From an optimization exercise on the open Yosys and OpenROAD flow, aimed at small area and a short achievable clock period; shortcuts taken in it are not production practice. Where RTL was checked, it was by simulation tests only, not by an equivalence proof against the original.

old:
// ALU
module ALU (
    input clk, en,
    input [7:0] a, b,
    input [3:0] s,
    output reg [15:0] y,
    output reg carry, zero
);
==> module ALU, before the edit <==
module ALU (
    input clk, en,
    input [7:0] a, b,
    input [3:0] s,
    output reg [15:0] y,
    output reg carry, zero
);
reg [7:0] a_in, b_in;
reg [1:0] qh;    
reg [1:0] rh;    
always @(posedge clk, posedge en) begin
    if (en) begin
        a_in <= 0; b_in <= 0;
    end else begin
        a_in <= a; b_in <= b;
    end
end
wire       ib_hz = (b[7:2] == 6'd0);
wire [1:0] iq = !ib_hz          ? 2'd0 :
                (b[1:0] == 2'd0) ? 2'd3 :          
                (b[1:0] == 2'd1) ? a[7:6] :
                (b[1:0] == 2'd2) ? {1'b0, a[7]} : {1'b0, &a[7:6]};
wire [1:0] ir = !ib_hz          ? a[7:6] :
                (b[1:0] == 2'd0) ? a[7:6] :
                (b[1:0] == 2'd1) ? 2'd0 :
                (b[1:0] == 2'd2) ? {1'b0, a[6]} : ((&a[7:6]) ? 2'd0 : a[7:6]);
always @(posedge clk) begin
    qh <= iq;
    rh <= ir;
end
wire [7:0] quo;
alu_div u_div (.a_in(a_in), .b_in(b_in), .qh(qh), .rh(rh), .quo(quo));
wire [8:0] sum, dif, inc, dec;
wire [15:0] zf;
alu_arith u_arith (.a_in(a_in), .b_in(b_in), .sum(sum), .dif(dif), .inc(inc), .dec(dec), .zf(zf));
wire [15:0] prod;
alu_mul u_mul (.x(a_in), .y(b_in), .p(prod));
wire [15:0] pre_y;
wire pre_c, z;
alu_omux u_omux (
    .s(s), .a_in(a_in), .b_in(b_in),
    .sum(sum), .dif(dif), .inc(inc), .dec(dec), .prod(prod), .zf(zf),
    .out_y(pre_y), .c(pre_c), .z(z)
);
wire [15:0] out_y;
alu_qmerge u_qm (.s(s), .pre(pre_y[7:0]), .quo(quo), .y(out_y[7:0]));
assign out_y[15:8] = pre_y[15:8];
always @(posedge clk, posedge en) begin
    if (en) begin
        y <= 0; carry <= 0; zero <= 0;
    end else begin
        y <= out_y; carry <= pre_c; zero <= z;
    end
end
endmodule
==> module alu_arith, before the edit <==
module alu_arith (
    input [7:0] a_in, b_in,
    output [8:0] sum, dif, inc, dec,
    output [15:0] zf
);
wire [8:0] ca, cs, ci, cd;    
assign ca[0] = 1'b0;
assign cs[0] = 1'b1;
assign ci[0] = 1'b1;
assign cd[0] = 1'b0;
genvar j;
generate for (j = 0; j < 8; j = j + 1) begin : rc
    wire x = a_in[j] ^ b_in[j];
    assign sum[j]  = x ^ ca[j];
    assign ca[j+1] = (a_in[j] & b_in[j]) | (ca[j] & x);
    assign dif[j]  = ~x ^ cs[j];
    assign cs[j+1] = (a_in[j] & ~b_in[j]) | (cs[j] & ~x);
    assign inc[j]  = a_in[j] ^ ci[j];
    assign ci[j+1] = a_in[j] & ci[j];
    assign dec[j]  = ~(a_in[j] ^ cd[j]);
    assign cd[j+1] = a_in[j] | cd[j];
end endgenerate
assign sum[8] = ca[8];
assign dif[8] = ~cs[8];
assign inc[8] = ci[8];
assign dec[8] = ~cd[8];
wire za = (a_in == 8'd0);
wire bz = (b_in == 8'd0);
assign zf[0]  = ((a_in | b_in) == 8'd0);
assign zf[1]  = (a_in == b_in);
assign zf[2]  = 1'b0;
assign zf[3]  = (a_in == 8'd1);
assign zf[4]  = za | bz;
assign zf[5]  = bz | dif[8];
assign zf[6]  = ((a_in & b_in) == 8'd0);
assign zf[7]  = zf[0];
assign zf[8]  = zf[1];
assign zf[9]  = ((a_in & b_in) == 8'hff);
assign zf[10] = ((a_in | b_in) == 8'hff);
assign zf[11] = (a_in == ~b_in);
assign zf[12] = (a_in[6:0] == 7'd0);
assign zf[13] = (a_in[7:1] == 7'd0);
assign zf[14] = za;
assign zf[15] = za;
endmodule
==> module alu_omux, before the edit <==
module alu_omux (
    input [3:0] s,
    input [7:0] a_in, b_in,
    input [8:0] sum, dif, inc, dec,
    input [15:0] prod,
    input [15:0] zf,
    output [15:0] out_y,
    output c, z
);
wire g_ar = (s[3:2] == 2'd0);                  
wire s4   = (s == 4'd4);
wire s12  = (s == 4'd12);
wire s13  = (s == 4'd13);
wire s14  = (s == 4'd14);
wire s15  = (s == 4'd15);
wire [3:0] tt = (s == 4'd6)  ? 4'b1000 :
                (s == 4'd7)  ? 4'b1110 :
                (s == 4'd8)  ? 4'b0110 :
                (s == 4'd9)  ? 4'b0111 :
                (s == 4'd10) ? 4'b0001 :
                (s == 4'd11) ? 4'b1001 : 4'b0000;
wire [8:0] ar = s[1] ? (s[0] ? dec : inc) : (s[0] ? dif : sum);
wire [8:0] arg = g_ar ? ar : 9'd0;
wire [7:0] lut;
wire [7:0] shl = (s12 | s15) ? {a_in[6:0], s15 & a_in[7]} : 8'd0;
wire [7:0] shr = (s13 | s14) ? {s14 & a_in[0], a_in[7:1]} : 8'd0;
genvar j;
generate for (j = 0; j < 8; j = j + 1) begin : lbit
    assign lut[j] = tt[{a_in[j], b_in[j]}];
end endgenerate
wire [15:0] md = s4 ? prod : 16'd0;
assign out_y = {md[15:9], md[8] | arg[8], md[7:0] | arg[7:0] | lut | shl | shr};
assign c = arg[8] | (s12 & a_in[7]) | (s13 & a_in[0]);
assign z = zf[s];
endmodule
clock: 30.0 ns
lec_check: 0
cap_margin: 20
core_margin: 2
core_utilization: 55
slew_margin: 20
standard.sh (not shown) runs the stock make flow with config.mk's settings and CLKGATE_MAP_FILE= SYNTH_SCRIPT=/design/flow/synth_recipe.tcl, a recipe that flattens the netlist after the stock synthesis.
==> flow/flow/run.sh <==
#!/bin/bash
# Layout flow: the standard flow (standard.sh) with these changes:
#  - synthesis leaves adders to ABC: no full/half-adder cell extraction
#    (ADDER_MAP_FILE empty) and no Kogge-Stone carry lookahead map
#    (SYNTH_OPERATIONS_ARGS replaces the -extra-map default);
#  - ABC maps the logic with an area-oriented script (flow/abc.script)
#    instead of ORFS's delay-oriented one;
#  - timing repair aims at a setup slack of 22.8 ns, so that it sizes and
#    buffers the critical paths (the constraints themselves are unchanged);
#  - ports are buffered with buf_2 cells rather than the buffer cell that
#    buffer_ports picks by itself.
set -euo pipefail
here=$(pwd)
rm -rf "$here/scripts"
cp -r "$FLOW_HOME/scripts" "$here/scripts"
cp "$here/flow/abc.script" "$here/scripts/abc_speed.script"
bash standard.sh SCRIPTS_DIR="$here/scripts" \
  ADDER_MAP_FILE= SYNTH_OPERATIONS_ARGS=-nofsm \
  "BUFFER_PORTS_ARGS=-buffer_cell sky130_fd_sc_hd__buf_2" \
  SETUP_SLACK_MARGIN=22.8 finish > "$here/flow_make.log" 2>&1
==> flow/flow/abc.script <==
strash
&get -n
&dch -f
&nf -R 1000
&put
topo
Relative to old, the following input files were edited for new:
--- a/flow/design.v
+++ b/flow/design.v
@@ -4,5 +4,6 @@
     input [3:0] s,
     output reg [15:0] y,
-    output reg carry, zero
+    output reg carry,
+    output zero
 );
 reg [7:0] a_in, b_in;
@@ -32,25 +33,26 @@
 alu_div u_div (.a_in(a_in), .b_in(b_in), .qh(qh), .rh(rh), .quo(quo));
 wire [8:0] sum, dif, inc, dec;
-wire [15:0] zf;
-alu_arith u_arith (.a_in(a_in), .b_in(b_in), .sum(sum), .dif(dif), .inc(inc), .dec(dec), .zf(zf));
+alu_arith u_arith (.a_in(a_in), .b_in(b_in), .sum(sum), .dif(dif), .inc(inc), .dec(dec));
 wire [15:0] prod;
 alu_mul u_mul (.x(a_in), .y(b_in), .p(prod));
 wire [15:0] pre_y;
-wire pre_c, z;
+wire pre_c;
 alu_omux u_omux (
     .s(s), .a_in(a_in), .b_in(b_in),
-    .sum(sum), .dif(dif), .inc(inc), .dec(dec), .prod(prod), .zf(zf),
-    .out_y(pre_y), .c(pre_c), .z(z)
+    .sum(sum), .dif(dif), .inc(inc), .dec(dec), .prod(prod),
+    .out_y(pre_y), .c(pre_c)
 );
 wire [15:0] out_y;
 alu_qmerge u_qm (.s(s), .pre(pre_y[7:0]), .quo(quo), .y(out_y[7:0]));
 assign out_y[15:8] = pre_y[15:8];
+reg yv;
 always @(posedge clk, posedge en) begin
     if (en) begin
-        y <= 0; carry <= 0; zero <= 0;
+        y <= 0; carry <= 0; yv <= 0;
     end else begin
-        y <= out_y; carry <= pre_c; zero <= z;
+        y <= out_y; carry <= pre_c; yv <= 1'b1;
     end
 end
+assign zero = yv & (y == 16'd0);
 endmodule
 module alu_div (
@@ -95,6 +97,5 @@
 module alu_arith (
     input [7:0] a_in, b_in,
-    output [8:0] sum, dif, inc, dec,
-    output [15:0] zf
+    output [8:0] sum, dif, inc, dec
 );
 wire [8:0] ca, cs, ci, cd;    
@@ -119,22 +120,4 @@
 assign inc[8] = ci[8];
 assign dec[8] = ~cd[8];
-wire za = (a_in == 8'd0);
-wire bz = (b_in == 8'd0);
-assign zf[0]  = ((a_in | b_in) == 8'd0);
-assign zf[1]  = (a_in == b_in);
-assign zf[2]  = 1'b0;
-assign zf[3]  = (a_in == 8'd1);
-assign zf[4]  = za | bz;
-assign zf[5]  = bz | dif[8];
-assign zf[6]  = ((a_in & b_in) == 8'd0);
-assign zf[7]  = zf[0];
-assign zf[8]  = zf[1];
-assign zf[9]  = ((a_in & b_in) == 8'hff);
-assign zf[10] = ((a_in | b_in) == 8'hff);
-assign zf[11] = (a_in == ~b_in);
-assign zf[12] = (a_in[6:0] == 7'd0);
-assign zf[13] = (a_in[7:1] == 7'd0);
-assign zf[14] = za;
-assign zf[15] = za;
 endmodule
 module alu_qmerge (
@@ -346,7 +329,6 @@
     input [8:0] sum, dif, inc, dec,
     input [15:0] prod,
-    input [15:0] zf,
     output [15:0] out_y,
-    output c, z
+    output c
 );
 wire g_ar = (s[3:2] == 2'd0);                  
@@ -374,4 +356,3 @@
 assign out_y = {md[15:9], md[8] | arg[8], md[7:0] | arg[7:0] | lut | shl | shr};
 assign c = arg[8] | (s12 & a_in[7]) | (s13 & a_in[0]);
-assign z = zf[s];
 endmodule
==> comparison <==
- Total of fill cells in the finished design ends up higher on new.
- Going from old to new, post-route fraction of the period consumed by the critical path now larger, largest stage delay on the critical path increased 0.07 ns, growth of design area from synthesis to finish went down 2.9 points, routed wire length down 2300 um.
Only the layout flow was run in new; the RTL was not checked for function there.

[separate check: timing with driven ports]
In the flow no input, the clock included, has a driving cell. The finished layouts below were timed again as built, in two steps. Step 1: set_driving_cell puts a clkbuf_16 on clk and a buf_2 on each other input, an assumption about the parent block. Step 2, shift: input delay + t, output delay - t, t = (earliest + latest rising clock arrival at the registers) / 2. This alone moves slack from input paths to output paths. Slacks: ideal / step 1 / step 2; pairs: ideal / step 1.
run | t, ns | slack for setup (ns) | worst setup path after step 2 | worst register clock-pin slew, ns | cell pins on the clock port's net
old | 0.339 | 22.844 / 22.788 / 22.450 | input to register | 0.10 / 0.10 | 1
new | 0.335 | 22.355 / 22.323 / 22.464 | input to register | 0.10 / 0.10 | 1
After both steps setup and hold are still met in every run listed. The setup slack of old, which loses most, moves by -0.056 ns with the drivers and by -0.394 ns with both steps.
